Context: an optimization exercise on an open-source flow, tuned for small area. The choices shown serve that exercise and are no tape-out recipe. Where RTL was checked, it was by simulation tests only, not by an equivalence proof against the original. The RTL of run 2 was laid out without a check of its function. No activity file was given, so power comes from the tool's default toggle rates.

==> flow/design.v (outline; a module is shown in full before it is edited, if it fits) <==
// module level_fsm: 151 lines
// module i2c_interface: 56 lines
// module i2c_controller_2e835ddf2f154dd587bb395c6ea8daac: 140 lines
// module i2c_master_ctl_2e835ddf2f154dd587bb395c6ea8daac: 454 lines
// module i2c_mstrslv_ctl_2e835ddf2f154dd587bb395c6ea8daac: 790 lines
// module i2c_slave_ctl_2e835ddf2f154dd587bb395c6ea8daac: 339 lines
// module pulse_gen_fts_2e835ddf2f154dd587bb395c6ea8daac: 41 lines
// module level: 67 lines
module level (
  input wire          clk,
  input wire          reset_i,
  output wire         sda_oe,
  output wire         sda_o,
  input  wire         sda_i,
  output wire         scl_oe,
  output wire         scl_o,
  input  wire         scl_i,	
  output wire         error_led_o,
  output wire [8:0]   led_o
);
  // ...
==> flow/run.sh <==
#!/bin/bash
# synth_recipe.tcl (not shown) runs the flow's synth.tcl, then flattens the netlist and writes it again
# the make line also repeats each setting of config.mk as NAME=value (left out here)
make -C /OpenROAD-flow-scripts/flow DESIGN_CONFIG=/design/flow/config.mk WORK_HOME=/design/flow/orfs CLKGATE_MAP_FILE= SYNTH_SCRIPT=/design/flow/synth_recipe.tcl finish
==> flow/config.mk <==
export PLATFORM = sky130hd
export DESIGN_NAME = level
export DESIGN_NICKNAME = level
export VERILOG_FILES = /design/flow/design.v
export SDC_FILE = /design/flow/constraint.sdc
export NUM_CORES = 4
export LEC_CHECK = 0
export CAP_MARGIN = 20
export CORE_MARGIN = 2
export CORE_UTILIZATION = 40
export SLEW_MARGIN = 20
==> flow/constraint.sdc <==
create_clock -name core_clock -period 20.0 [get_ports {clk}]
set_input_delay 4.0000 -clock core_clock [delete_from_list [all_inputs] [get_ports {clk}]]
set_output_delay 4.0000 -clock core_clock [all_outputs]
set_load 0.01 [all_outputs]
==> run_summary.xml, run 1 <==
<?xml version="1.0" encoding="UTF-8"?>
<metrics>
  <group name="final_layout">
    <metric name="layout.cell_area.non_filler" unit="mm^2">0.009950</metric>
    <metric name="most_frequent_cells_in_the_layout" unit="">200 x dfxtp_1, 139 x nor2_1, 82 x nand2_1, 73 x a21oi_1, 42 x nor3_1</metric>
    <metric name="final_core_util" unit="%">44.21</metric>
    <metric name="multi_input_comb_cells" unit="">760</metric>
    <metric name="share_of_the_final_layout_cell_area_in_multi_input_gates" unit="%">46.94</metric>
    <metric name="nClkBuffers" unit="">22</metric>
    <metric name="antenna_cells" unit="">0</metric>
    <metric name="fill_cells" unit="">2233</metric>
    <metric name="multi_input_area" unit="mm^2">0.004671</metric>
  </group>
  <group name="global_route">
    <metric name="grt_antenna_before_repair" unit="">0</metric>
    <metric name="grtUsageTotal" unit="%">17.12</metric>
    <metric name="global_route_wire_length_before_repair" unit="um">33820</metric>
  </group>
  <group name="cts">
    <metric name="clock_tree_from_tritoncts" unit="">yes</metric>
    <metric name="clk-insertion-delay-late" unit="ns">0.44</metric>
  </group>
  <group name="floorplan">
    <metric name="coreArea" unit="mm^2">0.02250</metric>
    <metric name="initial_core_util" unit="%">40.42</metric>
    <metric name="tap-cell-count" unit="">285</metric>
  </group>
  <group name="routing">
    <metric name="topRoutingLayerUsed" unit="">met4</metric>
    <metric name="route.detailed.vias_per_inst" unit="">5.403</metric>
    <metric name="drt_drc_violations_left" unit="">0</metric>
  </group>
  <group name="yosys">
    <metric name="syn_area_per_cell" unit="um^2">8.556</metric>
    <metric name="synth_compound_area_share" unit="%">14.55</metric>
    <metric name="postSynth.asyncResetShare" unit="%">0</metric>
    <metric name="synth_commonest_cells" unit="">200 x dfxtp_1, 139 x nor2_1, 82 x nand2_1, 73 x a21oi_1, 42 x nor3_1</metric>
    <metric name="synth-edff-count" unit="">0</metric>
    <metric name="synth_fa_ha_area_share" unit="%">2.614</metric>
    <metric name="postSynth.topFlopCell" unit="">dfxtp_1</metric>
  </group>
  <group name="critical_path">
    <metric name="slowest_cp_cell" unit="">clkinv_1</metric>
    <metric name="reg2reg_depth" unit="">4</metric>
    <metric name="worstPathRequired" unit="ns">20.36</metric>
    <metric name="timing.critical_path.buf_inv" unit="">4</metric>
    <metric name="critPathCaptureType" unit="">register</metric>
  </group>
  <group name="pwr">
    <metric name="comb_power" unit="uW">45.7</metric>
    <metric name="clockPowerShare" unit="%">40.9</metric>
    <metric name="intPower" unit="uW">594.9</metric>
  </group>
  <group name="placed_design">
    <metric name="placement.setup.worst_slack" unit="ns">13.70</metric>
  </group>
  <group name="sta">
    <metric name="max_freq" unit="MHz">172.3</metric>
    <metric name="slew_viol_final" unit="">0</metric>
    <metric name="holdWs" unit="ns">0.3834</metric>
    <metric name="period_minus_slack" unit="ns">5.803</metric>
  </group>
  <group name="outcome">
    <metric name="status" unit="">finished clean</metric>
  </group>
</metrics>
==> module level_fsm, before the edit <==
module level_fsm (
  input wire          clk_i,
  input wire          reset_i,
  input wire          i2c_busy_i,
  input wire          i2c_rxak_i,
  input wire          i2c_arb_lost_i,
  input wire          i2c_write_done_i,
  input wire          i2c_data_out_valid_i,
  input wire  [7:0]   i2c_data_out_i,
  output wire         i2c_write_o,
  output wire         i2c_read_o,
  output logic [7:0]  i2c_slave_addr_o,
  output logic [7:0]  i2c_din_o,
  output logic [7:0]  i2c_command_byte_o,
  output logic [7:0]  i2c_num_bytes_o,
  output wire         error_led_o,
  output logic [8:0]  led_o
);
logic signed [7:0] raw_buffer;
localparam slave_address = {7'h68, 1'b0};
localparam accel_register = 8'h3D;
localparam wake_register = 8'h6b;
typedef enum logic [6:0] { 
  ENSURE_BUSY_1 =      7'b0000_000,  
  ASSIGN_WRITE_2 =     7'b0001_000,  
  ASSERT_WRITE_3 =     7'b0010_001,  
  WAIT_FOR_BUSY_4 =    7'b0011_000,  
  WAIT_FOR_DONE_5 =    7'b0100_000,  
  VERIFY_6 =           7'b0101_000,  
  ENSURE_BUSY_7 =      7'b0110_000,  
  ASSIGN_WRITE_8 =     7'b0111_000,  
  ASSERT_READ_9 =      7'b1000_010,  
  WAIT_FOR_BUSY_10 =   7'b1001_000,  
  WAIT_FOR_VALID_11 =  7'b1010_000,  
  VERIFY_12 =          7'b1011_000,  
  LED_OPERATION_13 =   7'b1100_000,  
  ERROR =              7'b1101_100
} state_e;
state_e state;
assign i2c_write_o = state[0];
assign i2c_read_o = state[1];
assign error_led_o = state[2];
always @(posedge clk_i) begin
  if (reset_i) begin 
    state <= ENSURE_BUSY_1;
    led_o <= 9'b0;
    raw_buffer <= 8'b0;
    i2c_din_o <= 8'b0;
    i2c_command_byte_o <= 8'h0;
    i2c_slave_addr_o <= 8'b0;
    i2c_num_bytes_o <= 8'd0;
  end
  else begin
    case(state)
      ENSURE_BUSY_1: begin
        if (i2c_busy_i === 1) state <= ENSURE_BUSY_1;
        else begin 
          state <= ASSIGN_WRITE_2;
          i2c_din_o <= 8'b0;
          i2c_command_byte_o <= wake_register;
          i2c_slave_addr_o <= slave_address;
          i2c_num_bytes_o <= 8'd2;
        end
      end
      ASSIGN_WRITE_2: state <= ASSERT_WRITE_3;  
      ASSERT_WRITE_3: state <= WAIT_FOR_BUSY_4;  
      WAIT_FOR_BUSY_4: begin
        if (i2c_busy_i === 1) state <= WAIT_FOR_DONE_5;  
        else state <= WAIT_FOR_BUSY_4;
      end
      WAIT_FOR_DONE_5: begin  
        if (i2c_write_done_i === 1) state <= VERIFY_6;
        else state <= WAIT_FOR_DONE_5;
      end
      VERIFY_6: begin
        if (i2c_arb_lost_i === 0 && i2c_rxak_i === 0) state <= ENSURE_BUSY_7; 
        else state <= ERROR;
      end
      ENSURE_BUSY_7: begin  
        if (i2c_busy_i === 1) state <= ENSURE_BUSY_7;
        else begin 
          state <= ASSIGN_WRITE_8;
          i2c_command_byte_o <= accel_register;
          i2c_slave_addr_o <= slave_address;
          i2c_num_bytes_o <= 8'd2;
        end
      end
      ASSIGN_WRITE_8: state <= ASSERT_READ_9;  
      ASSERT_READ_9: state <= WAIT_FOR_BUSY_10;  
      WAIT_FOR_BUSY_10: begin
        if (i2c_busy_i === 1) state <= WAIT_FOR_VALID_11;  
        else state <= WAIT_FOR_BUSY_10;
      end
      WAIT_FOR_VALID_11: begin
        if (i2c_data_out_valid_i === 1) state <= VERIFY_12;  
        else state <= WAIT_FOR_VALID_11;
      end
      VERIFY_12: begin
        if (i2c_arb_lost_i === 0 && i2c_rxak_i === 1) begin  
          state <= LED_OPERATION_13;
          raw_buffer <= i2c_data_out_i;  
        end
        else state <= ERROR;
      end
      LED_OPERATION_13: begin
        if (raw_buffer < 8'sb11111000)
          led_o <= 9'd256;
        else if (raw_buffer < 8'sb11111001)
          led_o <= 9'd384;
        else if (raw_buffer < 8'sb11111010)
          led_o <= 9'd128;
        else if (raw_buffer < 8'sb11111011)
          led_o <= 9'd192;
        else if (raw_buffer < 8'sb11111100)
          led_o <= 9'd64;
        else if (raw_buffer < 8'sb11111101)
          led_o <= 9'd96;
        else if (raw_buffer < 8'sb11111110)
          led_o <= 9'd32;
        else if (raw_buffer < 8'sb11111111)
          led_o <= 9'd48;
        else if (raw_buffer < 8'sb00000000)
          led_o <= 9'd16;
        else if (raw_buffer < 8'sb00000001)
          led_o <= 9'd24;
        else if (raw_buffer < 8'sb00000010)
          led_o <= 9'd8;
        else if (raw_buffer < 8'sb00000011)
          led_o <= 9'd12;
        else if (raw_buffer < 8'sb00000100)
          led_o <= 9'd4;
        else if (raw_buffer < 8'sb00000101)
          led_o <= 9'd6;
        else if (raw_buffer < 8'sb00000110)
          led_o <= 9'd2;
        else if (raw_buffer < 8'sb00000111)
          led_o <= 9'd3;
        else if (raw_buffer < 8'sb00001000)
          led_o <= 9'd1;
        else 
          led_o <= 9'd1;
        state <= ENSURE_BUSY_7;
      end
      ERROR: begin
        state <= ERROR;
      end
      default:  state <= ENSURE_BUSY_1;
    endcase
  end
end
endmodule
==> module i2c_interface, before the edit <==
module i2c_interface (
input clk,
input rst,
input mst_scl_in,
input mst_sda_in,
output mst_scl_out,
output mst_sda_out,
output mst_sda_oe,
output mst_scl_oe,
output [7:0] mst_data_out,
output i2c_busy,
input i2c_soft_rst,
output i2c_rxak,
output i2c_arb_lost,
input i2c_arb_lost_clr,
input [7:0] mst_din,
input [7:0] i2c_slave_addr,
input [7:0] mst_command_byte,
input [7:0] mst_num_bytes,
input mst_read,
input mst_write,
output mst_write_done,
output mst_data_out_valid
);
i2c_controller_2e835ddf2f154dd587bb395c6ea8daac #(
.CLOCK_FREQ (50),
.DATA_BYTE_WIDTH (8),
.I2C_FAST_MODE (1),
.I2C_MODE ("MASTER"),
.SPIKE_FILTER_CYCLE (2),
.SLAVE_ADDR (84)
) u_i2c_controller_2e835ddf2f154dd587bb395c6ea8daac(
.clk ( clk ),
.rst ( rst ),
.mst_scl_in ( mst_scl_in ),
.mst_sda_in ( mst_sda_in ),
.mst_scl_out ( mst_scl_out ),
.mst_sda_out ( mst_sda_out ),
.mst_sda_oe ( mst_sda_oe ),
.mst_scl_oe ( mst_scl_oe ),
.mst_data_out ( mst_data_out ),
.i2c_busy ( i2c_busy ),
.i2c_soft_rst ( i2c_soft_rst ),
.i2c_rxak ( i2c_rxak ),
.i2c_arb_lost ( i2c_arb_lost ),
.i2c_arb_lost_clr ( i2c_arb_lost_clr ),
.mst_din ( mst_din ),
.i2c_slave_addr ( i2c_slave_addr ),
.mst_command_byte ( mst_command_byte ),
.mst_num_bytes ( mst_num_bytes ),
.mst_read ( mst_read ),
.mst_write ( mst_write ),
.mst_write_done ( mst_write_done ),
.mst_data_out_valid ( mst_data_out_valid )
);
endmodule
==> module level, before the edit <==
module level (
  input wire          clk,
  input wire          reset_i,
  output wire         sda_oe,
  output wire         sda_o,
  input  wire         sda_i,
  output wire         scl_oe,
  output wire         scl_o,
  input  wire         scl_i,	
  output wire         error_led_o,
  output wire [8:0]   led_o
);
  wire        i2c_busy;
  wire        i2c_rxak;
  wire        i2c_arb_lost;
  wire        i2c_write_done;
  wire        i2c_data_out_valid;
  wire [7:0]  i2c_data_out;
  wire        i2c_write;
  wire        i2c_read;
  wire [7:0]  i2c_slave_addr;
  wire [7:0]  i2c_din;
  wire [7:0]  i2c_command_byte;
  wire [7:0]  i2c_num_bytes;
  level_fsm level_inst (
    .clk_i (clk) ,
    .reset_i (~reset_i) ,
    .i2c_busy_i (i2c_busy) ,
    .i2c_rxak_i (i2c_rxak) ,
    .i2c_arb_lost_i (i2c_arb_lost) ,
    .i2c_write_done_i (i2c_write_done) ,
    .i2c_data_out_valid_i (i2c_data_out_valid) ,
    .i2c_data_out_i (i2c_data_out) ,
    .i2c_write_o (i2c_write) ,
    .i2c_read_o (i2c_read) ,
    .i2c_slave_addr_o (i2c_slave_addr) ,
    .i2c_din_o (i2c_din) ,
    .i2c_command_byte_o (i2c_command_byte) ,
    .i2c_num_bytes_o (i2c_num_bytes) ,
    .error_led_o (error_led_o) ,
    .led_o (led_o) 
  );
  i2c_interface u_i2c_interface(
    .clk ( clk ),
    .rst ( ~reset_i ),
    .mst_scl_in ( scl_i ),
    .mst_sda_in ( sda_i ),
    .mst_scl_out ( scl_o ),
    .mst_sda_out ( sda_o ),
    .mst_sda_oe ( sda_oe ),
    .mst_scl_oe ( scl_oe ),
    .i2c_busy ( i2c_busy ),
    .i2c_soft_rst ( ~reset_i ),
    .i2c_rxak ( i2c_rxak ),
    .i2c_arb_lost ( i2c_arb_lost ),
    .i2c_arb_lost_clr ( reset_i ),
    .mst_din ( i2c_din ),
    .i2c_slave_addr ( i2c_slave_addr ),
    .mst_command_byte ( i2c_command_byte ),
    .mst_data_out ( i2c_data_out ),
    .mst_num_bytes ( i2c_num_bytes ),
    .mst_read ( i2c_read ),
    .mst_write ( i2c_write ),
    .mst_write_done ( i2c_write_done ),
    .mst_data_out_valid ( i2c_data_out_valid )
  );
endmodule
==> run 2, diff against run 1 <==
==> flow/design.v (replaced) <==
module level_fsm (
  input wire          clk_i,
  input wire          reset_i,
  input wire          i2c_busy_i,
  input wire          i2c_rxak_i,
  input wire          i2c_arb_lost_i,
  input wire          i2c_write_done_i,
  input wire          i2c_data_out_valid_i,
  input wire  [4:0]   i2c_data_out_i,
  output wire         i2c_req_o,
  output wire         i2c_wr_phase_o,
  output reg          i2c_cmd_rd_o,
  output wire         error_led_o,
  output reg  [8:0]   led_o
);
localparam [3:0]
  ENSURE_BUSY_1     = 4'd0,
  ASSIGN_WRITE_2    = 4'd1,
  ASSERT_WRITE_3    = 4'd2,
  WAIT_FOR_BUSY_4   = 4'd3,
  WAIT_FOR_DONE_5   = 4'd4,
  VERIFY_6          = 4'd5,
  ENSURE_BUSY_7     = 4'd6,
  ASSIGN_WRITE_8    = 4'd7,
  ASSERT_READ_9     = 4'd8,
  WAIT_FOR_BUSY_10  = 4'd9,
  WAIT_FOR_VALID_11 = 4'd10,
  VERIFY_12         = 4'd11,
  LED_OPERATION_13  = 4'd12,
  ERROR             = 4'd13;
reg [3:0] state;
assign i2c_req_o      = state == ASSERT_WRITE_3 || state == ASSERT_READ_9;
assign i2c_wr_phase_o = state == WAIT_FOR_BUSY_4 || state == WAIT_FOR_DONE_5;
assign error_led_o = state == ERROR;
wire [3:0] led_k = i2c_data_out_i[4:1];
wire       led_e = ~i2c_data_out_i[0];
reg  [8:0] led_next;
integer m;
always @(*)
  for (m = 0; m < 9; m = m + 1)
    led_next[m] = (led_k == m) || (led_e && led_k == m + 1);
always @(posedge clk_i) begin
  if (reset_i) begin
    state <= ENSURE_BUSY_1;
    led_o <= 9'b0;
    i2c_cmd_rd_o <= 1'b0;
  end
  else begin
    case (state)
      ENSURE_BUSY_1:     if (!i2c_busy_i) state <= ASSIGN_WRITE_2;
      ASSIGN_WRITE_2:    state <= ASSERT_WRITE_3;
      ASSERT_WRITE_3:    state <= WAIT_FOR_BUSY_4;
      WAIT_FOR_BUSY_4:   if (i2c_busy_i) state <= WAIT_FOR_DONE_5;
      WAIT_FOR_DONE_5:   if (i2c_write_done_i) state <= VERIFY_6;
      VERIFY_6:          state <= (!i2c_arb_lost_i && !i2c_rxak_i) ? ENSURE_BUSY_7 : ERROR;
      ENSURE_BUSY_7:     if (!i2c_busy_i) begin
                           state <= ASSIGN_WRITE_8;
                           i2c_cmd_rd_o <= 1'b1;
                         end
      ASSIGN_WRITE_8:    state <= ASSERT_READ_9;
      ASSERT_READ_9:     state <= WAIT_FOR_BUSY_10;
      WAIT_FOR_BUSY_10:  if (i2c_busy_i) state <= WAIT_FOR_VALID_11;
      WAIT_FOR_VALID_11: if (i2c_data_out_valid_i) state <= VERIFY_12;
      VERIFY_12:         state <= (!i2c_arb_lost_i && i2c_rxak_i) ? LED_OPERATION_13 : ERROR;
      LED_OPERATION_13:  begin
                           led_o <= led_next;
                           state <= ENSURE_BUSY_7;
                         end
      ERROR:             state <= ERROR;
      default:           state <= ENSURE_BUSY_1;
    endcase
  end
end
endmodule
module i2c_interface (
  input        clk,
  input        rst,
  input        mst_scl_in,
  input        mst_sda_in,
  output       mst_scl_out,
  output       mst_sda_out,
  output       mst_sda_oe,
  output       mst_scl_oe,
  output [4:0] mst_data_out,      
  output       i2c_busy,
  output       i2c_rxak,
  output       i2c_arb_lost,
  input        i2c_arb_lost_clr,
  input        cmd_rd,           
  input        mst_req,          
  input        mst_wr_phase,     
  output       mst_write_done,
  output       mst_data_out_valid
);
  localparam [3:0]
    IDLE_ST           = 4'h0,
    START_GEN0_ST     = 4'h1,
    WRITE_CMDBYTE0_ST = 4'h2,
    WRITE_DAT0_ST     = 4'h3,
    START_GEN1_ST     = 4'h4,
    WRITE_CMDBYTE1_ST = 4'h5,
    RESTART_ST        = 4'h6,
    WRITE_DAT2_ST     = 4'h7,
    STOP_GEN_ST       = 4'h8,
    DONE_ST           = 4'h9;
  reg  [3:0] current_st;
  reg  [3:0] next_st;
  reg  [1:0] byte_cnt;
  reg  [7:0] MIDR;
  reg        men, mb5, mb4, mb3, mb2;
  reg  [1:0] mbcr_write0;
  reg        xfer_complete1, xfer_complete2;
  reg  [1:0] uc_wr_data0, uc_rd_data0;
  reg  [4:0] data_out0;
  reg        data_cnt;
  wire       write_p, read_p, wr_rd_p;
  wire       mcf, mbb, rxak;
  wire [4:0] MODR;
  wire       uc_wr_data = uc_wr_data0[1];
  wire       uc_rd_data = uc_rd_data0[1];
  wire       mbcr_wr = mbcr_write0[1];
  wire       mbcr_is_c0 = men & ~mb5 & ~mb4 & ~mb3 & ~mb2;
  wire xfer_complete0 = mcf;
  wire load_xfer = xfer_complete2 && ~xfer_complete1;
  wire rise = xfer_complete0 && ~xfer_complete1;
  wire fall = ~xfer_complete0 && xfer_complete1;
  wire i2c_read = ~mb4;
  assign i2c_rxak = rxak;
  assign i2c_busy = mbb;
  assign i2c_arb_lost = 1'b0;
  assign mst_scl_oe = ~mst_scl_out;
  assign mst_sda_oe = ~mst_sda_out;
  reg [3:0] req_d;
  always @(posedge clk)
    if (rst) req_d <= 4'b0000;
    else req_d <= {req_d[2:0], mst_req};
  assign wr_rd_p = req_d[3];
  assign write_p = wr_rd_p & mst_wr_phase;
  assign read_p = wr_rd_p & ~mst_wr_phase;
  i2c_core u_core (
    .clk(clk), .men(men), .msta_in(mb5), .mtx(mb4), .txak(mb3), .rsta(mb2),
    .mbcr_wr(mbcr_wr), .uc_rd_data(uc_rd_data), .uc_wr_data(uc_wr_data),
    .MIDR(MIDR), .sda_in(mst_sda_in), .scl_in(mst_scl_in),
    .MODR(MODR), .sda_out(mst_sda_out), .scl_out(mst_scl_out),
    .mcf(mcf), .mbb(mbb), .rxak(rxak));
  always @(posedge clk)
    if (rst) current_st <= IDLE_ST;
    else     current_st <= next_st;
  always @(*) begin
    next_st = IDLE_ST;
    case (current_st)
      IDLE_ST:
        if (write_p) next_st = START_GEN0_ST;
        else if (read_p) next_st = START_GEN1_ST;
        else next_st = IDLE_ST;
      START_GEN0_ST:
        if (wr_rd_p) next_st = STOP_GEN_ST;
        else if (mcf) next_st = WRITE_CMDBYTE0_ST;
        else next_st = START_GEN0_ST;
      START_GEN1_ST:
        if (wr_rd_p) next_st = STOP_GEN_ST;
        else if (mcf) next_st = WRITE_CMDBYTE1_ST;
        else next_st = START_GEN1_ST;
      WRITE_CMDBYTE0_ST:
        if (wr_rd_p) next_st = STOP_GEN_ST;
        else if (mcf) next_st = WRITE_DAT0_ST;
        else next_st = WRITE_CMDBYTE0_ST;
      WRITE_CMDBYTE1_ST:
        if (wr_rd_p) next_st = STOP_GEN_ST;
        else if (mcf) next_st = RESTART_ST;
        else next_st = WRITE_CMDBYTE1_ST;
      WRITE_DAT0_ST:
        if (wr_rd_p) next_st = STOP_GEN_ST;
        else if (byte_cnt == 2'd1 && mcf) next_st = STOP_GEN_ST;
        else next_st = WRITE_DAT0_ST;
      RESTART_ST:
        if (mcf) next_st = WRITE_DAT2_ST;
        else next_st = RESTART_ST;
      WRITE_DAT2_ST:
        if (wr_rd_p) next_st = STOP_GEN_ST;
        else if (byte_cnt == 2'd1 && mcf) next_st = STOP_GEN_ST;
        else next_st = WRITE_DAT2_ST;
      STOP_GEN_ST:
        if (!mcf) next_st = DONE_ST;
        else next_st = STOP_GEN_ST;
      DONE_ST:
        if (!mbb) next_st = IDLE_ST;
        else next_st = DONE_ST;
      default: next_st = IDLE_ST;
    endcase
  end
  wire st_idle  = current_st == IDLE_ST;
  wire st_sg0   = current_st == START_GEN0_ST;
  wire st_sg1   = current_st == START_GEN1_ST;
  wire st_cmd0  = current_st == WRITE_CMDBYTE0_ST;
  wire st_cmd1  = current_st == WRITE_CMDBYTE1_ST;
  wire st_dat0  = current_st == WRITE_DAT0_ST;
  wire st_rest  = current_st == RESTART_ST;
  wire st_dat2  = current_st == WRITE_DAT2_ST;
  wire st_stop  = current_st == STOP_GEN_ST;
  wire reset_cnt = data_cnt || byte_cnt == 2'd2 || st_idle;
  assign mst_write_done = !data_cnt && st_dat0 && rise;
  assign mst_data_out_valid = (data_cnt && st_dat2 && fall) || (i2c_read && st_stop && fall);
  localparam [2:0] MI_00 = 3'd0, MI_D0 = 3'd1, MI_D1 = 3'd2, MI_6B = 3'd3, MI_3D = 3'd4;
  reg [2:0] midr_c;
  always @(posedge clk)
    if (rst) midr_c <= MI_00;
    else if (wr_rd_p) midr_c <= MI_D0;
    else if (st_rest) midr_c <= MI_D1;
    else if (st_cmd0 || st_cmd1) midr_c <= cmd_rd ? MI_3D : MI_6B;
    else if (st_dat0) midr_c <= MI_00;
  always @(*)
    case (midr_c)
      MI_D0:   MIDR = 8'hD0;
      MI_D1:   MIDR = 8'hD1;
      MI_6B:   MIDR = 8'h6B;
      MI_3D:   MIDR = 8'h3D;
      default: MIDR = 8'h00;
    endcase
  wire m4 = (st_dat2 || (st_rest && next_st == WRITE_DAT2_ST)) && byte_cnt == 2'd0 && !mbcr_is_c0 && mcf;
  wire m5 = st_dat2 && byte_cnt == 2'd1 && mcf;
  wire m6 = st_dat0 && byte_cnt == 2'd1 && mcf;
  always @(posedge clk)
    if (rst) {men, mb5, mb4, mb3, mb2} <= 5'b00000;
    else if ((st_dat0 || st_cmd0) && wr_rd_p)   {men, mb5, mb4, mb3, mb2} <= 5'b10100;  
    else if ((st_cmd1 || st_dat2) && wr_rd_p)   {men, mb5, mb4, mb3, mb2} <= 5'b10000;  
    else if (st_sg0 || st_sg1)                  {men, mb5, mb4, mb3, mb2} <= 5'b11100;  
    else if (st_rest && next_st != WRITE_DAT2_ST) {men, mb5, mb4, mb3, mb2} <= 5'b11001;  
    else if (m4)                                {men, mb5, mb4, mb3, mb2} <= 5'b11010;  
    else if (m5)                                {men, mb5, mb4, mb3, mb2} <= 5'b10000;  
    else if (m6)                                {men, mb5, mb4, mb3, mb2} <= 5'b10100;  
  always @(posedge clk)
    if (rst) mbcr_write0 <= 2'b00;
    else if ((st_dat0 || st_cmd0 || st_cmd1 || st_dat2) && wr_rd_p) mbcr_write0 <= 2'b11;
    else if ((!st_sg0 && next_st == START_GEN0_ST) || (!st_sg1 && next_st == START_GEN1_ST)) mbcr_write0 <= 2'b11;
    else if (!st_rest && next_st == RESTART_ST) mbcr_write0 <= 2'b11;
    else if (st_dat2 && byte_cnt == 2'd0 && !mbcr_is_c0 && mcf) mbcr_write0 <= 2'b11;
    else if (m5 || m6) mbcr_write0 <= 2'b11;
    else mbcr_write0 <= {mbcr_write0[0], 1'b0};
  always @(posedge clk)
    if (rst) begin
      xfer_complete1 <= 1'b0;
      xfer_complete2 <= 1'b0;
    end else begin
      xfer_complete1 <= xfer_complete0;
      xfer_complete2 <= xfer_complete1;
    end
  always @(posedge clk)
    if (rst) uc_wr_data0 <= 2'b00;
    else if (next_st == RESTART_ST && !st_rest) uc_wr_data0 <= 2'b11;
    else if (next_st == WRITE_CMDBYTE0_ST && !st_cmd0) uc_wr_data0 <= 2'b11;
    else if (next_st == WRITE_CMDBYTE1_ST && !st_cmd1) uc_wr_data0 <= 2'b11;
    else if (st_dat0 && load_xfer && byte_cnt < 2'd2) uc_wr_data0 <= 2'b11;
    else uc_wr_data0 <= {uc_wr_data0[0], 1'b0};
  always @(posedge clk)
    if (rst) uc_rd_data0 <= 2'b00;
    else if (st_dat2 && load_xfer && byte_cnt < 2'd2) uc_rd_data0 <= 2'b11;
    else uc_rd_data0 <= {uc_rd_data0[0], 1'b0};
  always @(posedge clk)
    if (rst) byte_cnt <= 2'd0;
    else if (st_dat0 || st_cmd0) begin
      if (rise) byte_cnt <= byte_cnt + 2'd1;
    end
    else if (st_dat2) begin
      if (fall) byte_cnt <= byte_cnt + 2'd1;
    end
    else byte_cnt <= 2'd0;
  always @(posedge clk)
    if (rst) data_cnt <= 1'b0;
    else if ((st_dat0 || st_dat2) && rise) data_cnt <= 1'b1;
    else if (reset_cnt) data_cnt <= 1'b0;
  always @(posedge clk)
    if (rst) data_out0 <= 5'd8;
    else if (st_dat2 && rise) data_out0 <= MODR;
  assign mst_data_out = data_out0;
endmodule
module i2c_core (
  input            clk,
  input            men,
  input            msta_in,
  input            mtx,
  input            txak,
  input            rsta,
  input            mbcr_wr,
  input            uc_rd_data,
  input            uc_wr_data,
  input      [7:0] MIDR,
  input            sda_in,
  input            scl_in,
  output reg [4:0] MODR,
  output reg       sda_out,
  output reg       scl_out,
  output reg       mcf,
  output reg       mbb,
  output reg       rxak
);
  localparam integer T_HIGH = 30, T_LOW = 65, T_HD_START = 30, T_SU_START = 30,
                     T_HD_DATA = 15, T_SU_STOP = 30, T_BUF = 65;
  localparam [2:0] ST_SCL_IDLE = 3'd0, ST_SCL_START = 3'd1, ST_SCL_LOW_EDGE = 3'd2,
             ST_SCL_WAIT_uC = 3'd3, ST_SCL_LOW = 3'd4, ST_SCL_HIGH_EDGE = 3'd5,
             ST_SCL_HIGH = 3'd6, ST_SCL_STOP_WAIT = 3'd7;
  localparam [1:0] ST_SLV_SCL_IDLE = 2'd0, ST_SLV_SCL_HOLD_SDA = 2'd1,
             ST_SLV_SCL_WAIT_uC = 2'd2, ST_SLV_SCL_STOP_WAIT = 2'd3;
  localparam [3:0] ST_I2C_IDLE = 4'd0, ST_I2C_HEADER = 4'd1, ST_I2C_ACK_HEADER = 4'd2,
             ST_I2C_RCV_DATA = 4'd3, ST_I2C_ACK_DATA = 4'd4, ST_I2C_XMIT_DATA = 4'd5,
             ST_I2C_WAIT_ACK = 4'd6, ST_I2C_STOP = 4'd7, ST_I2C_NONE = 4'd8;
  localparam BYTE_CNT = 4'd7;
  localparam XFER_DONE = 4'd8;
  wire rst = ~men;
  reg  msta, mstaS0, mstaS1;
  reg  master;
  reg  genStart, genStart1, genStop;
  reg  detectStartS0, detectStopS0, detect_start_pulse;
  reg  mbcr_wr1, mbcr_wr2;
  reg  rep_start;
  reg  arb_lost;
  reg  [3:0] bitCount;
  reg  bitCountClr;
  reg  [6:0] mclkCount;
  reg  mclkCountClr;
  reg  [10:0] sclkCount;
  reg  sclkCountClr;
  reg  [2:0] mscl_state, mscl_next_state;
  reg  [1:0] sscl_state, sscl_next_state;
  reg  [3:0] i2c_state, i2c_next_state;
  wire i_idle = i2c_state == ST_I2C_IDLE;
  wire i_head = i2c_state == ST_I2C_HEADER;
  wire i_ackh = i2c_state == ST_I2C_ACK_HEADER;
  wire i_rcv  = i2c_state == ST_I2C_RCV_DATA;
  wire i_ackd = i2c_state == ST_I2C_ACK_DATA;
  wire i_xmit = i2c_state == ST_I2C_XMIT_DATA;
  wire i_wack = i2c_state == ST_I2C_WAIT_ACK;
  wire i_stop = i2c_state == ST_I2C_STOP;
  reg  [7:0] i2cHeader;
  reg  sdaOutNext, sdaOutMaster;
  reg  sdaOutSlave, sdaOutSlaveNext;
  reg  sclOutNext, sclOutSlave;
  reg  sdaIn_0, sdaIn_1, sdaIn_int, sclIn_0, sclIn_1, sclIn_int;
  reg  [1:0] sda_spike_cnt, scl_spike_cnt;
  reg  sclIn_int_p1, sdaIn_int_p1, sda_next_p1;
  reg  [7:0] shiftReg;
  reg  uc_wr_data_p1;
  reg  wait_uc, wait_uc_next;
  wire sda_next;
  wire sda_clear_cnt = ~(sdaIn_1 ^ sda_next);
  wire sda_cnt_limit = sda_spike_cnt[1];
  assign sda_next = sda_cnt_limit ? sdaIn_1 : sda_next_p1;
  always @(posedge clk)
    if (rst) begin
      sdaIn_0 <= 1'b1; sdaIn_1 <= 1'b1;
      sda_spike_cnt <= 2'd0;
      sdaIn_int <= 1'b1; sda_next_p1 <= 1'b1;
    end else begin
      sdaIn_0 <= sda_in; sdaIn_1 <= sdaIn_0;
      sda_spike_cnt <= sda_clear_cnt ? 2'd0 : sda_spike_cnt + 2'd1;
      sdaIn_int <= sda_next_p1;
      sda_next_p1 <= sda_next;
    end
  wire scl_next;
  wire scl_clear_cnt = ~(sclIn_1 ^ scl_next);
  wire scl_cnt_limit = scl_spike_cnt[1];
  assign scl_next = scl_cnt_limit ? sclIn_1 : sclIn_int;
  always @(posedge clk)
    if (rst) begin
      sclIn_0 <= 1'b1; sclIn_1 <= 1'b1;
      scl_spike_cnt <= 2'd0;
      sclIn_int <= 1'b1;
    end else begin
      sclIn_0 <= scl_in; sclIn_1 <= sclIn_0;
      scl_spike_cnt <= scl_clear_cnt ? 2'd0 : scl_spike_cnt + 2'd1;
      sclIn_int <= scl_next;
    end
  always @(posedge clk)
    if (rst) begin
      sclIn_int_p1 <= 1'b1;
      sdaIn_int_p1 <= 1'b1;
    end else begin
      sclIn_int_p1 <= sclIn_int;
      sdaIn_int_p1 <= sdaIn_int;
    end
  wire sclPosedge = ~sclIn_int_p1 & sclIn_int;
  wire sclNegedge = sclIn_int_p1 & ~sclIn_int;
  wire sdaPosedge = ~sdaIn_int_p1 & sdaIn_int;
  wire sdaNegedge = sdaIn_int_p1 & ~sdaIn_int;
  wire sdaInData = sdaIn_int;
  always @(posedge clk)
    if (rst | arb_lost) msta <= 1'b0;
    else if (mbcr_wr1) msta <= msta_in;
  always @(posedge clk)
    if (rst) begin mstaS0 <= 1'b0; mstaS1 <= 1'b0; end
    else begin mstaS0 <= msta; mstaS1 <= mstaS0; end
  wire mstaPosedge = ~mstaS1 & mstaS0;
  wire mstaNegedge = mstaS1 & ~mstaS0;
  always @(posedge clk)
    if (rst) genStart <= 1'b0;
    else if (mstaPosedge) genStart <= 1'b1;
    else if (detectStartS0) genStart <= 1'b0;
  always @(posedge clk)
    if (rst) genStart1 <= 1'b0;
    else genStart1 <= genStart;
  wire detectStart = sdaNegedge & sclIn_int;
  wire detectStop = sdaPosedge & sclIn_int;
  always @(posedge clk)
    if (rst) begin detectStartS0 <= 1'b0; detectStopS0 <= 1'b0; end
    else begin detectStartS0 <= detectStart; detectStopS0 <= detectStop; end
  always @(posedge clk)
    if (rst) genStop <= 1'b0;
    else if ((mstaNegedge || i_stop) && ~arb_lost) genStop <= 1'b1;
    else if (detectStopS0) genStop <= 1'b0;
  always @(posedge clk)
    if (rst) master <= 1'b0;
    else if (~mbb) master <= msta;
  always @(posedge clk)
    if (rst) mscl_state <= ST_SCL_IDLE;
    else mscl_state <= mscl_next_state;
  wire shiftOut = shiftReg[7];
  always @(posedge clk)
    if (rst) sdaOutMaster <= 1'b1;
    else if (i_head || i_xmit) sdaOutMaster <= shiftOut;
    else if (mclkCount >= T_HD_DATA && i_ackd) sdaOutMaster <= txak;
    else sdaOutMaster <= 1'b1;
  always @(posedge clk)
    if (rst) mclkCount <= 7'd0;
    else if (mclkCountClr) mclkCount <= 7'd0;
    else mclkCount <= mclkCount + 7'd1;
  always @(posedge clk)
    if (rst) sda_out <= 1'b1;
    else sda_out <= master ? sdaOutNext : sdaOutSlaveNext;
  always @(posedge clk)
    if (rst) scl_out <= 1'b1;
    else scl_out <= master ? sclOutNext : sclOutSlave;
  always @(*) begin
    mscl_next_state = ST_SCL_IDLE;
    mclkCountClr = 1'b1;
    sclOutNext = 1'b1;
    sdaOutNext = sda_out;
    case (mscl_state)
      ST_SCL_IDLE: begin
        sdaOutNext = 1'b1;
        if (master & ~mbb & genStart) mscl_next_state = ST_SCL_START;
        else mscl_next_state = ST_SCL_IDLE;
      end
      ST_SCL_START: begin
        mclkCountClr = 1'b0;
        sdaOutNext = 1'b0;
        if (mclkCount == (T_HD_START-1)) mscl_next_state = ST_SCL_LOW_EDGE;
        else mscl_next_state = ST_SCL_START;
      end
      ST_SCL_LOW_EDGE: begin
        sclOutNext = 1'b0;
        if (i_ackd || i_ackh || i_wack)
          mscl_next_state = ST_SCL_WAIT_uC;
        else
          mscl_next_state = ST_SCL_LOW;
      end
      ST_SCL_WAIT_uC: begin
        sclOutNext = 1'b0;
        if (genStop | uc_rd_data | uc_wr_data) mscl_next_state = ST_SCL_LOW;
        else mscl_next_state = ST_SCL_WAIT_uC;
      end
      ST_SCL_LOW: begin
        mclkCountClr = 1'b0;
        sclOutNext = 1'b0;
        if (mclkCount >= (T_HD_DATA-1)) begin
          if (genStop) sdaOutNext = 1'b0;
          else if (rep_start | arb_lost) sdaOutNext = 1'b1;
          else sdaOutNext = sdaOutMaster;
        end
        if (mclkCount == (T_LOW-1)) begin
          if ((bitCount == BYTE_CNT) && arb_lost) mscl_next_state = ST_SCL_IDLE;
          else mscl_next_state = ST_SCL_HIGH_EDGE;
        end
        else mscl_next_state = ST_SCL_LOW;
      end
      ST_SCL_HIGH_EDGE: begin
        if (sclIn_int) mscl_next_state = ST_SCL_HIGH;
        else mscl_next_state = ST_SCL_HIGH_EDGE;
      end
      ST_SCL_HIGH: begin
        mclkCountClr = 1'b0;
        if (genStop) begin
          if (mclkCount == (T_SU_STOP-1)) begin
            mclkCountClr = 1'b1;
            sdaOutNext = 1'b1;
            mscl_next_state = ST_SCL_STOP_WAIT;
          end
          else mscl_next_state = ST_SCL_HIGH;
        end
        else if (rep_start) begin
          if (mclkCount == (T_SU_START-1)) begin
            mclkCountClr = 1'b1;
            mscl_next_state = ST_SCL_START;
          end
          else mscl_next_state = ST_SCL_HIGH;
        end
        else if (mclkCount == (T_HIGH-1)) mscl_next_state = ST_SCL_LOW_EDGE;
        else mscl_next_state = ST_SCL_HIGH;
      end
      ST_SCL_STOP_WAIT: begin
        mclkCountClr = 1'b0;
        if (mclkCount == (T_BUF-1)) mscl_next_state = ST_SCL_IDLE;
        else mscl_next_state = ST_SCL_STOP_WAIT;
      end
    endcase
  end
  wire addrMatch = (i2cHeader[7:1] == 7'h68);
  always @(posedge clk)
    if (rst) sscl_state <= ST_SLV_SCL_IDLE;
    else sscl_state <= sscl_next_state;
  always @(posedge clk)
    if (rst) sdaOutSlave <= 1'b1;
    else if (i_xmit) sdaOutSlave <= shiftOut;
    else if ((addrMatch && sclkCount >= T_HD_DATA && i_ackh) ||
             (sclkCount >= T_HD_DATA && i_ackd)) sdaOutSlave <= txak;
    else sdaOutSlave <= 1'b1;
  always @(posedge clk)
    if (rst) sclkCount <= 11'd0;
    else if (sclkCountClr) sclkCount <= 11'd0;
    else sclkCount <= sclkCount + 11'd1;
  always @(*) begin
    sscl_next_state = ST_SLV_SCL_IDLE;
    sclkCountClr = 1'b1;
    sclOutSlave = 1'b1;
    sdaOutSlaveNext = sda_out;
    wait_uc_next = wait_uc;
    case (sscl_state)
      ST_SLV_SCL_IDLE: begin
        sdaOutSlaveNext = sdaOutSlave;
        if (~master && ((i_ackh && addrMatch) || i_ackd) ||
            (i_wack && ~sdaInData))
          sclkCountClr = 1'b0;
        if (~master && sclNegedge && ((i_ackh && addrMatch && i2cHeader[0]) ||
            i_ackd || (i_wack && ~sdaInData))) begin
          sscl_next_state = ST_SLV_SCL_HOLD_SDA;
          sclkCountClr = 1'b1;
          wait_uc_next = 1'b1;
        end
        else if (~master && sclNegedge && (i_ackh && addrMatch && ~i2cHeader[0])) begin
          sscl_next_state = ST_SLV_SCL_HOLD_SDA;
          sclkCountClr = 1'b1;
        end
        else sscl_next_state = ST_SLV_SCL_IDLE;
      end
      ST_SLV_SCL_WAIT_uC: begin
        sclOutSlave = 1'b0;
        wait_uc_next = 1'b0;
        if (uc_rd_data || i_idle) sscl_next_state = ST_SLV_SCL_IDLE;
        else if (uc_wr_data) sscl_next_state = ST_SLV_SCL_STOP_WAIT;
        else sscl_next_state = ST_SLV_SCL_WAIT_uC;
      end
      ST_SLV_SCL_HOLD_SDA: begin
        sclOutSlave = 1'b0;
        sclkCountClr = 1'b0;
        if (sclkCount == T_HD_DATA) begin
          sdaOutSlaveNext = 1'b1;
          if (wait_uc) sscl_next_state = ST_SLV_SCL_WAIT_uC;
          else sscl_next_state = ST_SLV_SCL_IDLE;
        end
        else sscl_next_state = ST_SLV_SCL_HOLD_SDA;
      end
      ST_SLV_SCL_STOP_WAIT: begin
        sclOutSlave = 1'b0;
        sclkCountClr = 1'b0;
        if (sclkCount == T_HD_DATA) sscl_next_state = ST_SLV_SCL_IDLE;
        else sscl_next_state = ST_SLV_SCL_STOP_WAIT;
      end
      default: sscl_next_state = ST_SLV_SCL_IDLE;
    endcase
  end
  always @(posedge clk)
    if (rst) wait_uc <= 1'b0;
    else wait_uc <= wait_uc_next;
  always @(posedge clk)
    if (rst | detectStopS0) i2c_state <= ST_I2C_IDLE;
    else i2c_state <= i2c_next_state;
  always @(posedge clk)
    if (rst) detect_start_pulse <= 1'b0;
    else if (sdaNegedge & sclIn_int) detect_start_pulse <= 1'b1;
    else if (sclPosedge) detect_start_pulse <= 1'b0;
  always @(posedge clk)
    if (rst) bitCount <= 4'd0;
    else if (bitCountClr & sclNegedge) bitCount <= 4'd0;
    else if (!detect_start_pulse & sclNegedge) bitCount <= bitCount + 4'd1;
  always @(*) begin
    i2c_next_state = ST_I2C_NONE;
    bitCountClr = 1'b1;
    case (i2c_state)
      ST_I2C_IDLE: begin
        if (sclNegedge && detect_start_pulse) i2c_next_state = ST_I2C_HEADER;
        else i2c_next_state = ST_I2C_IDLE;
      end
      ST_I2C_HEADER: begin
        bitCountClr = 1'b0;
        if (detectStopS0) i2c_next_state = ST_I2C_IDLE;
        else if (bitCount == BYTE_CNT && sclNegedge) i2c_next_state = ST_I2C_ACK_HEADER;
        else i2c_next_state = ST_I2C_HEADER;
      end
      ST_I2C_ACK_HEADER: begin
        if (arb_lost | detectStopS0) i2c_next_state = ST_I2C_IDLE;
        else if (~sdaInData && sclNegedge) begin
          if (master) begin
            if (mtx) i2c_next_state = ST_I2C_XMIT_DATA;
            else i2c_next_state = ST_I2C_RCV_DATA;
          end
          else if (addrMatch) begin
            if (i2cHeader[0]) i2c_next_state = ST_I2C_XMIT_DATA;
            else i2c_next_state = ST_I2C_RCV_DATA;
          end
          else i2c_next_state = ST_I2C_IDLE;
        end
        else if (sdaInData && sclNegedge) begin
          if (master) i2c_next_state = ST_I2C_STOP;
          else i2c_next_state = ST_I2C_IDLE;
        end
        else i2c_next_state = ST_I2C_ACK_HEADER;
      end
      ST_I2C_RCV_DATA: begin
        if ((rep_start && master) || detectStartS0) bitCountClr = 1'b1;
        else bitCountClr = 1'b0;
        if (detectStopS0) i2c_next_state = ST_I2C_IDLE;
        else if ((rep_start && master && sclNegedge) || detectStartS0) i2c_next_state = ST_I2C_HEADER;
        else if (bitCount == BYTE_CNT && sclNegedge) i2c_next_state = ST_I2C_ACK_DATA;
        else i2c_next_state = ST_I2C_RCV_DATA;
      end
      ST_I2C_ACK_DATA: begin
        if (detectStopS0) i2c_next_state = ST_I2C_IDLE;
        else if (sclNegedge) i2c_next_state = ST_I2C_RCV_DATA;
        else i2c_next_state = ST_I2C_ACK_DATA;
      end
      ST_I2C_XMIT_DATA: begin
        if ((rep_start && master) || detectStartS0) bitCountClr = 1'b1;
        else bitCountClr = 1'b0;
        if (detectStopS0) i2c_next_state = ST_I2C_IDLE;
        else if ((rep_start && master && sclNegedge) || detectStartS0) i2c_next_state = ST_I2C_HEADER;
        else if (bitCount == BYTE_CNT && sclNegedge) i2c_next_state = ST_I2C_WAIT_ACK;
        else i2c_next_state = ST_I2C_XMIT_DATA;
      end
      ST_I2C_WAIT_ACK: begin
        if (arb_lost | detectStopS0) i2c_next_state = ST_I2C_IDLE;
        else if (~sdaInData && sclNegedge) i2c_next_state = ST_I2C_XMIT_DATA;
        else if (sdaInData && sclNegedge) begin
          if (master) i2c_next_state = ST_I2C_STOP;
          else i2c_next_state = ST_I2C_IDLE;
        end
        else i2c_next_state = ST_I2C_WAIT_ACK;
      end
      ST_I2C_STOP: begin
        if (sclNegedge) i2c_next_state = ST_I2C_IDLE;
      end
      default: ;
    endcase
  end
  always @(posedge clk)
    if (rst) i2cHeader <= 8'd0;
    else if (i_head & sclNegedge) i2cHeader <= {i2cHeader[6:0], sdaInData};
  wire shiftRegEn = ((i_head && master) || i_rcv ||
                     i_xmit) && !rep_start;
  always @(posedge clk)
    if (rst) uc_wr_data_p1 <= 1'b0;
    else uc_wr_data_p1 <= uc_wr_data;
  always @(posedge clk)
    if (rst) shiftReg <= 8'd0;
    else if ((~genStart1 && genStart) | (~uc_wr_data && uc_wr_data_p1)) shiftReg <= MIDR;
    else if (shiftRegEn & sclNegedge) shiftReg <= {shiftReg[6:0], sdaInData};
  wire signed [7:0] shiftRegS = shiftReg;
  wire [4:0] shiftCode = (shiftRegS >= 8'sd7) ? 5'd1 :
                         (shiftRegS <= -8'sd9) ? 5'd17 : 5'd8 - shiftReg[4:0];
  always @(posedge clk)
    if (rst) MODR <= 5'd8;
    else if (i_ackd || i_wack) MODR <= shiftCode;
  always @(posedge clk)
    if (rst || (mscl_state == ST_SCL_IDLE)) arb_lost <= 1'b0;
    else if (master && ~arb_lost && sclPosedge &&
             (i_idle || i_head ||
              i_xmit || i_ackd))
      arb_lost <= (sda_out != sdaIn_int);
  always @(posedge clk)
    if (rst) mcf <= 1'b0;
    else mcf <= (bitCount == XFER_DONE) && sclNegedge;
  always @(posedge clk)
    if (rst) begin mbcr_wr1 <= 1'b0; mbcr_wr2 <= 1'b0; end
    else begin mbcr_wr1 <= mbcr_wr; mbcr_wr2 <= ~mbcr_wr && mbcr_wr1; end
  always @(posedge clk)
    if (rst | (i_head && sclNegedge)) rep_start <= 1'b0;
    else if (mbcr_wr2 && rsta) rep_start <= 1'b1;
    else if (detectStopS0) rep_start <= 1'b0;
  always @(posedge clk)
    if (rst) mbb <= 1'b0;
    else if (detectStartS0) mbb <= 1'b1;
    else if (detectStopS0) mbb <= 1'b0;
  always @(posedge clk)
    if (rst) rxak <= 1'b1;
    else if ((i_ackh || i_ackd || i_wack) && sclNegedge)
      rxak <= sdaInData;
endmodule
module level (
  input wire          clk,
  input wire          reset_i,
  output wire         sda_oe,
  output wire         sda_o,
  input  wire         sda_i,
  output wire         scl_oe,
  output wire         scl_o,
  input  wire         scl_i,
  output wire         error_led_o,
  output wire [8:0]   led_o
);
  wire        i2c_busy;
  wire        i2c_rxak;
  wire        i2c_arb_lost;
  wire        i2c_write_done;
  wire        i2c_data_out_valid;
  wire [4:0]  i2c_data_out;
  wire        i2c_req;
  wire        i2c_wr_phase;
  wire        i2c_cmd_rd;
  level_fsm level_inst (
    .clk_i (clk),
    .reset_i (~reset_i),
    .i2c_busy_i (i2c_busy),
    .i2c_rxak_i (i2c_rxak),
    .i2c_arb_lost_i (i2c_arb_lost),
    .i2c_write_done_i (i2c_write_done),
    .i2c_data_out_valid_i (i2c_data_out_valid),
    .i2c_data_out_i (i2c_data_out),
    .i2c_req_o (i2c_req),
    .i2c_wr_phase_o (i2c_wr_phase),
    .i2c_cmd_rd_o (i2c_cmd_rd),
    .error_led_o (error_led_o),
    .led_o (led_o)
  );
  i2c_interface u_i2c_interface (
    .clk (clk),
    .rst (~reset_i),
    .mst_scl_in (scl_i),
    .mst_sda_in (sda_i),
    .mst_scl_out (scl_o),
    .mst_sda_out (sda_o),
    .mst_sda_oe (sda_oe),
    .mst_scl_oe (scl_oe),
    .mst_data_out (i2c_data_out),
    .i2c_busy (i2c_busy),
    .i2c_rxak (i2c_rxak),
    .i2c_arb_lost (i2c_arb_lost),
    .i2c_arb_lost_clr (reset_i),
    .cmd_rd (i2c_cmd_rd),
    .mst_req (i2c_req),
    .mst_wr_phase (i2c_wr_phase),
    .mst_write_done (i2c_write_done),
    .mst_data_out_valid (i2c_data_out_valid)
  );
endmodule
--- a/flow/config.mk
+++ b/flow/config.mk
@@ -5,6 +5,7 @@
 export SDC_FILE = /design/flow/constraint.sdc
 export NUM_CORES = 4
 export LEC_CHECK = 0
+export ABC_AREA = 1
 export CAP_MARGIN = 20
 export CORE_MARGIN = 2
 export CORE_UTILIZATION = 40
==> run 2 against run 1 <==
  * Hold slack gained 0.026 ns
  * Sequential share of layout area shrank 4.6 points
  * Sequential power shrank 34%
  * Sequential cell count shrank 66
  * First-iteration DRC count shrank 41%
  * Synthesized cell count shrank 13%
  * Clock-buffer cell count shrank 1
  * Cell area shrank 24%
  * Global-route usage grew 1.5 points
  * Final cell count shrank 12%
  * Critical path type is now register to output port
  * Highest routed layer unchanged
==> run_summary.xml, run 2 <==
<?xml version="1.0" encoding="UTF-8"?>
<metrics>
  <group name="outcome">
    <metric name="status" unit="">finished clean</metric>
  </group>
  <group name="critical_path">
    <metric name="r2r_end" unit="">u_i2c_interface.u_core.sclkCount[10]$_SDFF_PP0_</metric>
    <metric name="timing.reg2reg.setup_slack" unit="ns">18.04</metric>
    <metric name="critPathCaptureType" unit="">output port</metric>
    <metric name="cp-start-kind" unit="">register</metric>
    <metric name="slowest_cp_cell" unit="">clkdlybuf4s50_1</metric>
    <metric name="crit-reg2reg-launch" unit="">u_i2c_interface.u_core.sclIn_int$_SDFF_PN1_</metric>
    <metric name="timing.critical_path.cells" unit="">inv_1 &gt; nor3_1 &gt; clkdlybuf4s50_1</metric>
    <metric name="cp_max_fo" unit="">6</metric>
    <metric name="reg2reg_depth" unit="">8</metric>
    <metric name="worst-endpoint-arrival" unit="ns">1.91</metric>
    <metric name="critical-path-max-stage-delay" unit="ns">0.60</metric>
    <metric name="worstPathRequired" unit="ns">16.00</metric>
    <metric name="path_class" unit="">register to output port</metric>
  </group>
  <group name="yosys">
    <metric name="synth_most_common_cell" unit="">nand2_1</metric>
    <metric name="yosysSeqAreaShare" unit="%">41.10</metric>
    <metric name="synth_commonest_cells" unit="">155 x nand2_1, 134 x dfxtp_1, 133 x nor2_1, 116 x inv_1, 79 x nand3_1</metric>
    <metric name="synth_seq_cells" unit="">134</metric>
    <metric name="synth.largest_area_cell" unit="">dfxtp_1</metric>
    <metric name="synth.top_cells.by_area" unit="">dfxtp_1 41%, nand2_1 8.9%, nor2_1 7.6%</metric>
    <metric name="synthesis.yosys.warnings" unit="">3</metric>
    <metric name="yosysTopAreaCellShare" unit="%">41.10</metric>
    <metric name="postSynth.topFlopCell" unit="">dfxtp_1</metric>
    <metric name="netlist_area" unit="mm^2">0.006526</metric>
    <metric name="yosys.cell_types.count" unit="">46</metric>
    <metric name="synth-edff-count" unit="">0</metric>
    <metric name="post_synth_inst_count" unit="">928</metric>
    <metric name="syn_area_per_cell" unit="um^2">7.033</metric>
    <metric name="postSynth.asyncResetShare" unit="%">0</metric>
  </group>
  <group name="pwr">
    <metric name="intPower" unit="uW">499.6</metric>
    <metric name="ir_worst_vdd" unit="uV">59.36</metric>
    <metric name="switching_part_of_the_total" unit="%">22.88</metric>
    <metric name="power_frac_seq" unit="%">42.6</metric>
    <metric name="power_density" unit="mW/mm^2">85.97</metric>
    <metric name="comb_power_share" unit="%">5.8</metric>
    <metric name="clockPowerShare" unit="%">51.6</metric>
    <metric name="switching_power" unit="uW">148.2</metric>
    <metric name="leakage" unit="uW">0.003012</metric>
    <metric name="total_power" unit="uW">647.9</metric>
  </group>
  <group name="cts">
    <metric name="clock_tree.buffer_depth" unit="">2</metric>
    <metric name="cts_buffers" unit="">17</metric>
    <metric name="post_cts.repair.setup_buffers" unit="">0</metric>
    <metric name="postCtsResizedCells" unit="">0</metric>
    <metric name="hold_buffers" unit="">0</metric>
    <metric name="clk-insertion-delay-late" unit="ns">0.42</metric>
    <metric name="cts_htree_levels" unit="">4</metric>
    <metric name="clockRootBuffer" unit="">clkbuf_16</metric>
    <metric name="clock_sink_count" unit="">134</metric>
    <metric name="clk_transition_reported_paths" unit="ns">0.06</metric>
    <metric name="clock_tree_from_tritoncts" unit="">yes</metric>
  </group>
  <group name="global_route">
    <metric name="largest_net_degree_at_the_start_of_global_routing" unit="">33</metric>
    <metric name="globalRouteOverflowTotal" unit="">0</metric>
    <metric name="grtUsageTotal" unit="%">18.64</metric>
    <metric name="grt_antenna_before_repair" unit="">0</metric>
    <metric name="via_count_of_the_first_global_routing_pass" unit="">5552</metric>
    <metric name="global_route_wire_length_before_repair" unit="um">26530</metric>
  </group>
  <group name="routing">
    <metric name="detail_route.first_pass.iterations" unit="">5</metric>
    <metric name="drt_iter0_drc" unit="">296</metric>
    <metric name="route.vias.total" unit="">5929</metric>
    <metric name="drt_drc_violations_left" unit="">0</metric>
    <metric name="route.detailed.vias_per_inst" unit="">5.033</metric>
    <metric name="finalWirelength" unit="um">15310</metric>
    <metric name="routedWlPerCell" unit="um">12.99</metric>
    <metric name="remaining_antenna_violation_count_after_routing" unit="">0</metric>
  </group>
  <group name="final_layout">
    <metric name="final_nets" unit="">964</metric>
    <metric name="finish.cell_count_without_fillers" unit="">1178</metric>
    <metric name="area_growth" unit="%">15.47</metric>
    <metric name="most_frequent_cells_in_the_layout" unit="">155 x nand2_1, 134 x dfxtp_1, 133 x nor2_1, 116 x inv_1, 79 x nand3_1</metric>
    <metric name="antenna_cells" unit="">0</metric>
    <metric name="top_register" unit="">u_i2c_interface.u_core.sclkCount</metric>
    <metric name="largest_register_ff_count" unit="">11</metric>
    <metric name="most_common_cell_after_layout_fill_and_taps_aside" unit="">nand2_1</metric>
    <metric name="reg.largest.list" unit="">u_i2c_interface.u_core.sclkCount x11, level_inst.led_o x9</metric>
    <metric name="post_route_cells_drive_above_1_share" unit="%">8.940</metric>
  </group>
  <group name="sta">
    <metric name="period_minus_slack" unit="ns">5.910</metric>
    <metric name="finalSetupViolCount" unit="">0</metric>
    <metric name="setup_total_negative_slack" unit="ns">0</metric>
    <metric name="max_slew.worst_pin.slew" unit="ns">0.5325</metric>
    <metric name="slew_viol_final" unit="">0</metric>
    <metric name="grt_setup_unrepaired" unit="">no</metric>
    <metric name="max_slew_headroom" unit="%">64.28</metric>
    <metric name="timing.clock.skew" unit="ns">0.006441</metric>
    <metric name="holdWs" unit="ns">0.4099</metric>
    <metric name="final.period_utilization" unit="%">29.55</metric>
    <metric name="max_freq" unit="MHz">169.2</metric>
    <metric name="final_hold_viol_count" unit="">0</metric>
  </group>
  <group name="floorplan">
    <metric name="coreArea" unit="mm^2">0.01594</metric>
    <metric name="die_height" unit="um">131.7</metric>
    <metric name="io_pins" unit="">18</metric>
    <metric name="initial_core_util" unit="%">40.94</metric>
    <metric name="placement_rows" unit="">46</metric>
    <metric name="floorplan.die.width" unit="um">131.7</metric>
    <metric name="die-area" unit="mm^2">0.01735</metric>
  </group>
  <group name="worst_hold_path">
    <metric name="holdPathStages" unit="">2</metric>
    <metric name="worst_min_delay_path_endpoint" unit="">u_i2c_interface.req_d[2]$_SDFF_PN0_</metric>
    <metric name="timing.hold.worst.class" unit="">register to register</metric>
    <metric name="min-delay-start" unit="">u_i2c_interface.req_d[1]$_SDFF_PN0_</metric>
  </group>
  <group name="placed_design">
    <metric name="dp_hpwl" unit="um">11140</metric>
    <metric name="gpl.final_weighted_congestion" unit="">0.9132</metric>
    <metric name="dp.cells" unit="">1146</metric>
    <metric name="portBuffers" unit="">17</metric>
  </group>
  <group name="run">
    <metric name="max_cap_violations" unit="">0</metric>
  </group>
</metrics>
-- run 2: cell type report --
type / instances / area, um^2
repair buffers: 20 / 192.7
well taps: 216 / 270.3
multi-input cells: 648 / 3273
flip-flops and latches: 134 / 2683
inverters: 128 / 483.0
fillers: 1621 / 8407
clock inverters: 11 / 173.9
clock buffers: 21 / 460.4
-- run 2: stage by stage --
stage	cell area (um^2)	utilization [%]	setup WS [ns]
after floorplan	6526	-	15.10
after global placement	6902	43.29	14.09
after detailed placement	6902	43.29	14.06
after CTS	7536	47.27	14.07
after global routing	7536	47.27	14.00
final	7536	47.27	14.09
-- run 2: critical path: cells and delay by family (launching register included) --
| kind | cells | cell delay [ns] |
|---|---|---|
| buffers and inverters | 2 | 0.74 |
| flip-flops | 1 | 0.41 |
| AND/OR/NAND/NOR | 1 | 0.34 |
-- run 2: kinds of logic after synthesis --
group,synth area share (%)
simple gates,32.30
compound gates,13.73
buf+inv,8.742
fa+ha+maj,2.109
xor+xnor,2.013
flops,41.10
-- run 2: worst max path at each step --
stage / start / end / cells past startpoint
after CTS: level_inst.state[2]$_SDFFE_PN0P_ / error_led_o / 3
after global placement: reset_i / u_i2c_interface.mb3$_SDFFE_PP0P_ / 6
after global routing: level_inst.state[2]$_SDFFE_PN0P_ / error_led_o / 3
final: level_inst.state[2]$_SDFFE_PN0P_ / error_led_o / 3
after floorplan: level_inst.state[2]$_SDFFE_PN0P_ / error_led_o / 2
after detailed placement: reset_i / u_i2c_interface.mb3$_SDFFE_PP0P_ / 6
-- run 2: routing by layer --
layer	vias to the layer above	share of wire [%]	global-route usage, %
met4	0	2.5	7.790
met3	35	3.9	4.421
met1	2673	49	24.63
met2	138	45	29.29
li1	3083	-	-
met5	-	0	0
-- run 2: power groups by stage --
stage	combinational (uW)	sequential [uW]	clock (uW)
floorplan	29.3	281	0
global placement	38.0	282	0
detailed placement	36.7	282	0
CTS	37.0	276	342
global route	42.4	277	354
finish	37.4	276	334

what the ideal ports hide:
The flow's constraints put no driver on any port. The routed layouts listed below were extracted and timed again, unchanged, in two steps. Step 1 assumes that a clkbuf_16 drives the clock port and a buf_2 every other input. Step 2 also shifts input and output timing later by t, the mid clock arrival at the registers, as if the neighbouring blocks saw the same clock. Slacks: ideal / step 1 / step 2; pairs: ideal / step 1.
run | shift t [ns] | setup slack, ns | hold WS [ns]
run 1 | 0.474 | 14.197 / 14.205 / 13.731 | 0.383 / 0.383 / 0.383
run 2 | 0.462 | 14.090 / 14.047 / 14.089 | 0.410 / 0.410 / 0.410
After both steps setup and hold are still met in every run listed. The setup slack of run 1, which loses most, moves by +0.008 ns with the drivers and by -0.466 ns with both steps.
